From an optimization exercise on the open Yosys and OpenROAD flow, aimed at small area and a short achievable clock period; shortcuts taken in it are not production practice. Function was checked by simulation only, so behaviour that the tests miss may differ from the original. Power is estimated from default activity; no workload was simulated.

==> inputs of run a <==
==> flow/design.v <==
module Aoi222 (
	input 		s0, d0, s1, d1, s2, d2,
	output 	wire 	y
);
assign y = ~((s0 & d0) | (s1 & d1) | (s2 & d2));
endmodule  
module RdBit (
	input 		[31:1] 	sel,
	input 		[31:1] 	d,
	output 	wire 		q
);
wire [10:0] n;
genvar k;
generate for (k = 0; k < 10; k = k + 1) begin : grp
	Aoi222 aoi(
		.s0(sel[3*k+1]), .d0(d[3*k+1]),
		.s1(sel[3*k+2]), .d1(d[3*k+2]),
		.s2(sel[3*k+3]), .d2(d[3*k+3]),
		.y(n[k])
	);
end endgenerate
assign n[10] = ~(sel[31] & d[31]);
assign q = ~&n;
endmodule  
module RegRead (
	input 		[31:1] 	sela,
	input 		[31:1] 	selb,
	input 		[1023:32] regbits,
	output 	wire [31:0] busA,
	output 	wire [31:0] busB
);
genvar b, r;
generate for (b = 0; b < 32; b = b + 1) begin : col
	wire [31:1] colbits;
	for (r = 1; r < 32; r = r + 1) begin : c
		assign colbits[r] = regbits[32*r + b];
	end
	RdBit rda(.sel(sela), .d(colbits), .q(busA[b]));
	RdBit rdb(.sel(selb), .d(colbits), .q(busB[b]));
end endgenerate
endmodule  
module RegFile (
	input 					clk,
	input 					regwr,
	input 			[4:0] 	ra,
	input 			[4:0] 	rb,
	input 			[4:0] 	rw,
	input 			[31:0] 	busW,
	output 	wire 	[31:0] 	busA,
	output 	wire 	[31:0] 	busB
);
reg  [31:0] regs [1:31];
wire [31:1] sela, selb;
wire [1023:32] regbits;
genvar g, b;
generate for (g = 1; g < 32; g = g + 1) begin : row
	assign sela[g] = (ra == g);
	assign selb[g] = (rb == g);
	assign regbits[32*g +: 32] = regs[g];
	always @(posedge clk)
		if (regwr && rw == g)
			regs[g] <= busW;
end endgenerate
RegRead rd(
	.sela(sela),
	.selb(selb),
	.regbits(regbits),
	.busA(busA),
	.busB(busB)
);
endmodule  
module rv32is(
	input 			clock,
	input 			reset,
	output 	[31:0] 	imemaddr,
	input  	[31:0] 	imemdataout,
	output 	[31:0] 	dmemaddr,
	input  	[31:0] 	dmemdataout,
	output 	[31:0] 	dmemdatain,
	output 	[2:0]	dmemop,
	output			dmemwe,
	output 	[31:0] 	dbgdata
);
function [31:0] rev32(input [31:0] x);
	integer k;
	for (k = 0; k < 32; k = k + 1) rev32[k] = x[31 - k];
endfunction
reg 	[31:1] 	pc1;
wire 	[31:0] 	pc = {pc1, 1'b0};
wire 	[31:0] 	instr = imemdataout;
wire 	[6:0] 	op = instr[6:0];
wire 	[2:0] 	func3 = instr[14:12];
wire memwr    = ~op[6] & op[5] & ~op[4];
wire mem2reg  = ~op[6] & ~op[5] & ~op[4];
wire regwr    = ~(op[5] & ~op[4] & ~op[2]);
wire jump     = op[6] & op[2];
wire jal      = op[3];
wire jalr     = op[6] & op[2] & ~op[3];
wire branch   = op[6] & ~op[2];
wire lui      = op[4] & op[2] & op[5];
wire auipc    = op[4] & op[2] & ~op[5];
wire bsrc_reg = op[5] & op[4];
wire imm_s    = op[5] & ~op[6];
wire aluop    = op[4] & ~op[2];
wire [2:0] alufunc = aluop ? func3 : 3'b000;
wire sub      = aluop & ((func3 == 3'b000 & op[5] & instr[30]) | (func3[2:1] == 2'b01));
wire arith    = instr[30];
wire [31:0] immIS = {{20{instr[31]}}, instr[31:25], imm_s ? instr[11:7] : instr[24:20]};
wire [31:0] immU  = {instr[31:12], 12'b0};
wire [31:0] immB  = {{20{instr[31]}}, instr[7], instr[30:25], instr[11:8], 1'b0};
wire [31:0] immJ  = {{12{instr[31]}}, instr[19:12], instr[20], instr[30:21], 1'b0};
wire [31:0] immPC = instr[4] ? immU : (jal ? immJ : immB);
wire [31:0] busA, busB, busW;
RegFile myregfile(
	.clk(clock),
	.regwr(regwr),
	.ra(instr[19:15]),
	.rb(instr[24:20]),
	.rw(instr[11:7]),
	.busW(busW),
	.busA(busA),
	.busB(busB)
);
wire [31:0] alub = bsrc_reg ? busB : immIS;
wire [31:0] sum  = busA + (alub ^ {32{sub}}) + {31'b0, sub};
wire        pcrel = op[6] ? ~op[2] | op[3] : op[2];    
wire [31:0] addr = (pcrel ? pc : busA) + (pcrel ? immPC : immIS);
wire diffsign = busA[31] ^ alub[31];
wire lts = diffsign ? busA[31] : sum[31];
wire ltu = diffsign ? alub[31] : sum[31];
wire [4:0]  shamt = alub[4:0];
wire [31:0] shsrc = ~func3[2] ? rev32(busA) : busA;
wire        fill  = arith & busA[31];
wire [31:0] s0 = shamt[0] ? {{ 1{fill}}, shsrc[31:1]} : shsrc;
wire [31:0] s1 = shamt[1] ? {{ 2{fill}}, s0[31:2]}  : s0;
wire [31:0] s2 = shamt[2] ? {{ 4{fill}}, s1[31:4]}  : s1;
wire [31:0] s3 = shamt[3] ? {{ 8{fill}}, s2[31:8]}  : s2;
wire [31:0] s4 = shamt[4] ? {{16{fill}}, s3[31:16]} : s3;
reg [31:0] aluresult;
always @(*) begin
	case (alufunc)
		3'b000: aluresult = sum;
		3'b001: aluresult = rev32(s4);
		3'b010: aluresult = {31'b0, lts};
		3'b011: aluresult = {31'b0, ltu};
		3'b100: aluresult = busA ^ alub;
		3'b101: aluresult = s4;
		3'b110: aluresult = busA | alub;
		default: aluresult = busA & alub;
	endcase
end
wire beq  = (busA == busB);
wire bltu = (busA < busB);
wire blt  = (busA[31] ^ busB[31]) ? busA[31] : bltu;
reg  bcond;
always @(*) begin
	case (func3[2:1])
		2'b00: bcond = beq;
		2'b10: bcond = blt;
		default: bcond = bltu;
	endcase
end
wire taken = bcond ^ func3[0];
wire [31:0] target = addr;
wire [31:0] pc4 = {pc[31:2] + 30'd1, pc[1:0]};
reg [31:0] wbsel;
always @(*) begin
	case ({lui | jump, auipc | jump})
		2'b00: wbsel = aluresult;
		2'b01: wbsel = target;
		2'b10: wbsel = immU;
		default: wbsel = pc4;
	endcase
end
assign busW = mem2reg ? dmemdataout : wbsel;
wire [31:0] seqtgt = (jal | (branch & taken)) ? target : pc4;
wire [31:0] nxtpc = reset ? 32'b0 : (jalr ? {addr[31:1], 1'b0} : seqtgt);
assign imemaddr = nxtpc;
assign dbgdata = pc;
assign dmemaddr = addr;
assign dmemdatain = busB;
assign dmemop = func3;
assign dmemwe = memwr;
always @(posedge clock)
	pc1 <= nxtpc[31:1];
endmodule  
==> flow/run.sh <==
#!/bin/bash
# synth_recipe.tcl (not shown) runs the flow's synth.tcl, then flattens the netlist and writes it again
# the make line also repeats each setting of config.mk as NAME=value (left out here)
make -C /OpenROAD-flow-scripts/flow DESIGN_CONFIG=/design/flow/config.mk WORK_HOME=/design/flow/orfs CLKGATE_MAP_FILE= SYNTH_SCRIPT=/design/flow/synth_recipe.tcl finish
==> flow/config.mk <==
export PLATFORM = sky130hd
export DESIGN_NAME = rv32is
export DESIGN_NICKNAME = rv32is
export VERILOG_FILES = /design/flow/design.v
export SDC_FILE = /design/flow/constraint.sdc
export NUM_CORES = 4
export LEC_CHECK = 0
export CAP_MARGIN = 20
export CORE_MARGIN = 2
export CORE_UTILIZATION = 45
export CTS_CLUSTER_DIAMETER = 100
export CTS_CLUSTER_SIZE = 30
export SETUP_SLACK_MARGIN = 5
export SLEW_MARGIN = 20
export SYNTH_HIERARCHICAL = 1
export SYNTH_MEMORY_MAX_BITS = 2048
==> flow/constraint.sdc <==
create_clock -name core_clock -period 17.0 [get_ports {clock}]
set_input_delay 3.4000 -clock core_clock [delete_from_list [all_inputs] [get_ports {clock}]]
set_output_delay 3.4000 -clock core_clock [all_outputs]
set_load 0.01 [all_outputs]
==> inputs of run b, as changes to run a <==
==> flow/design.v, changed modules only <==
module Hold (
	input 		we, wen, d, q,
	output 	wire 	y
);
assign y = (we & d) | (wen & q);
endmodule  
module RegFile (
	input 					clk,
	input 					regwr,
	input 			[4:0] 	ra,
	input 			[4:0] 	rb,
	input 			[4:0] 	rw,
	input 			[31:0] 	busW,
	output 	wire 	[31:0] 	busA,
	output 	wire 	[31:0] 	busB
);
reg  [31:0] regs [1:31];
wire [31:1] sela, selb;
wire [1023:32] regbits;
genvar g, b;
generate for (g = 1; g < 32; g = g + 1) begin : row
	assign sela[g] = (ra == g);
	assign selb[g] = (rb == g);
	assign regbits[32*g +: 32] = regs[g];
	wire we = regwr & (rw == g);
	wire [31:0] nxt;
	for (b = 0; b < 32; b = b + 1) begin : bt
		Hold h(.we(we), .wen(~we), .d(busW[b]), .q(regs[g][b]), .y(nxt[b]));
	end
	always @(posedge clk)
		regs[g] <= nxt;
end endgenerate
RegRead rd(
	.sela(sela),
	.selb(selb),
	.regbits(regbits),
	.busA(busA),
	.busB(busB)
);
endmodule  
==> inputs of run c, as changes to run a <==
==> flow/design.v, changed modules only <==
module Hold (
	input 		we, wen, d, q,
	output 	wire 	y
);
assign y = (we & d) | (wen & q);
endmodule  
module RegFile (
	input 					clk,
	input 					regwr,
	input 			[4:0] 	ra,
	input 			[4:0] 	rb,
	input 			[4:0] 	rw,
	input 			[31:0] 	busW,
	output 	wire 	[31:0] 	busA,
	output 	wire 	[31:0] 	busB
);
reg  [31:0] regs [1:31];
wire [31:1] sela, selb;
wire [1023:32] regbits;
genvar g, b;
generate for (g = 1; g < 32; g = g + 1) begin : row
	assign sela[g] = (ra == g);
	assign selb[g] = (rb == g);
	assign regbits[32*g +: 32] = regs[g];
	wire we = regwr & (rw == g);
	wire [31:0] nxt;
	for (b = 0; b < 32; b = b + 1) begin : bt
		Hold h(.we(we), .wen(~we), .d(busW[b]), .q(regs[g][b]), .y(nxt[b]));
	end
	always @(posedge clk)
		regs[g] <= nxt;
end endgenerate
RegRead rd(
	.sela(sela),
	.selb(selb),
	.regbits(regbits),
	.busA(busA),
	.busB(busB)
);
endmodule  
Settings changed: CORE_UTILIZATION 45 to 55, CTS_CLUSTER_DIAMETER 100 to default, CTS_CLUSTER_SIZE 30 to default.
==> results.txt <==
Utilization: run b is higher than run a (0.93 points).
Critical path depth is the same in run c and run b.
Count of clock-buffer cells in the layout, lowest first: run a, run b, run c.
In area after synthesis, run c and run b do not differ.
Sequential cell count is the same in run c and run a.
Non-clock buffer count: run b is higher than run a (46).
Combinational power: run a < run c < run b.
Global-route usage: run a < run b < run c.

==> re-timing with driven ports <==
How much do the figures lean on ideal ports? The routed layouts below were timed once more, with nothing changed but the port constraints.
Step 1, drivers: a clkbuf_16 drives clock and a buf_2 each remaining input, both assumed.
Step 2 moves the port delays by t, midway between the first and last clock arrival at a register: inputs arrive t later, outputs are due t later. That takes back most of the time a late clock gives input paths.
Slacks: ideal ports / drivers / drivers and shift; pairs: ideal ports / drivers.
| run | shift t [ns] | slack for setup (ns) | worst hold slack (ns) | latest minus earliest clock arrival (ns) | worst data-port slew with drivers (ns) |
|---|---|---|---|---|---|
| run a | 0.768 | 4.756 / 4.642 / 4.642 | 0.681 / 0.681 / 0.681 | 0.043 / 0.044 | 0.24 |
| run b | 0.773 | 4.677 / 4.593 / 4.593 | 0.509 / 0.509 / 0.509 | 0.056 / 0.056 | 0.16 |
| run c | 0.817 | 4.709 / 4.667 / 4.489 | 0.496 / 0.496 / 0.496 | 0.041 / 0.042 | 0.10 |
After both steps setup and hold are still met in every run listed. For run c, which loses most, drivers alone change the setup slack by -0.042 ns; drivers and shift together by -0.220 ns.
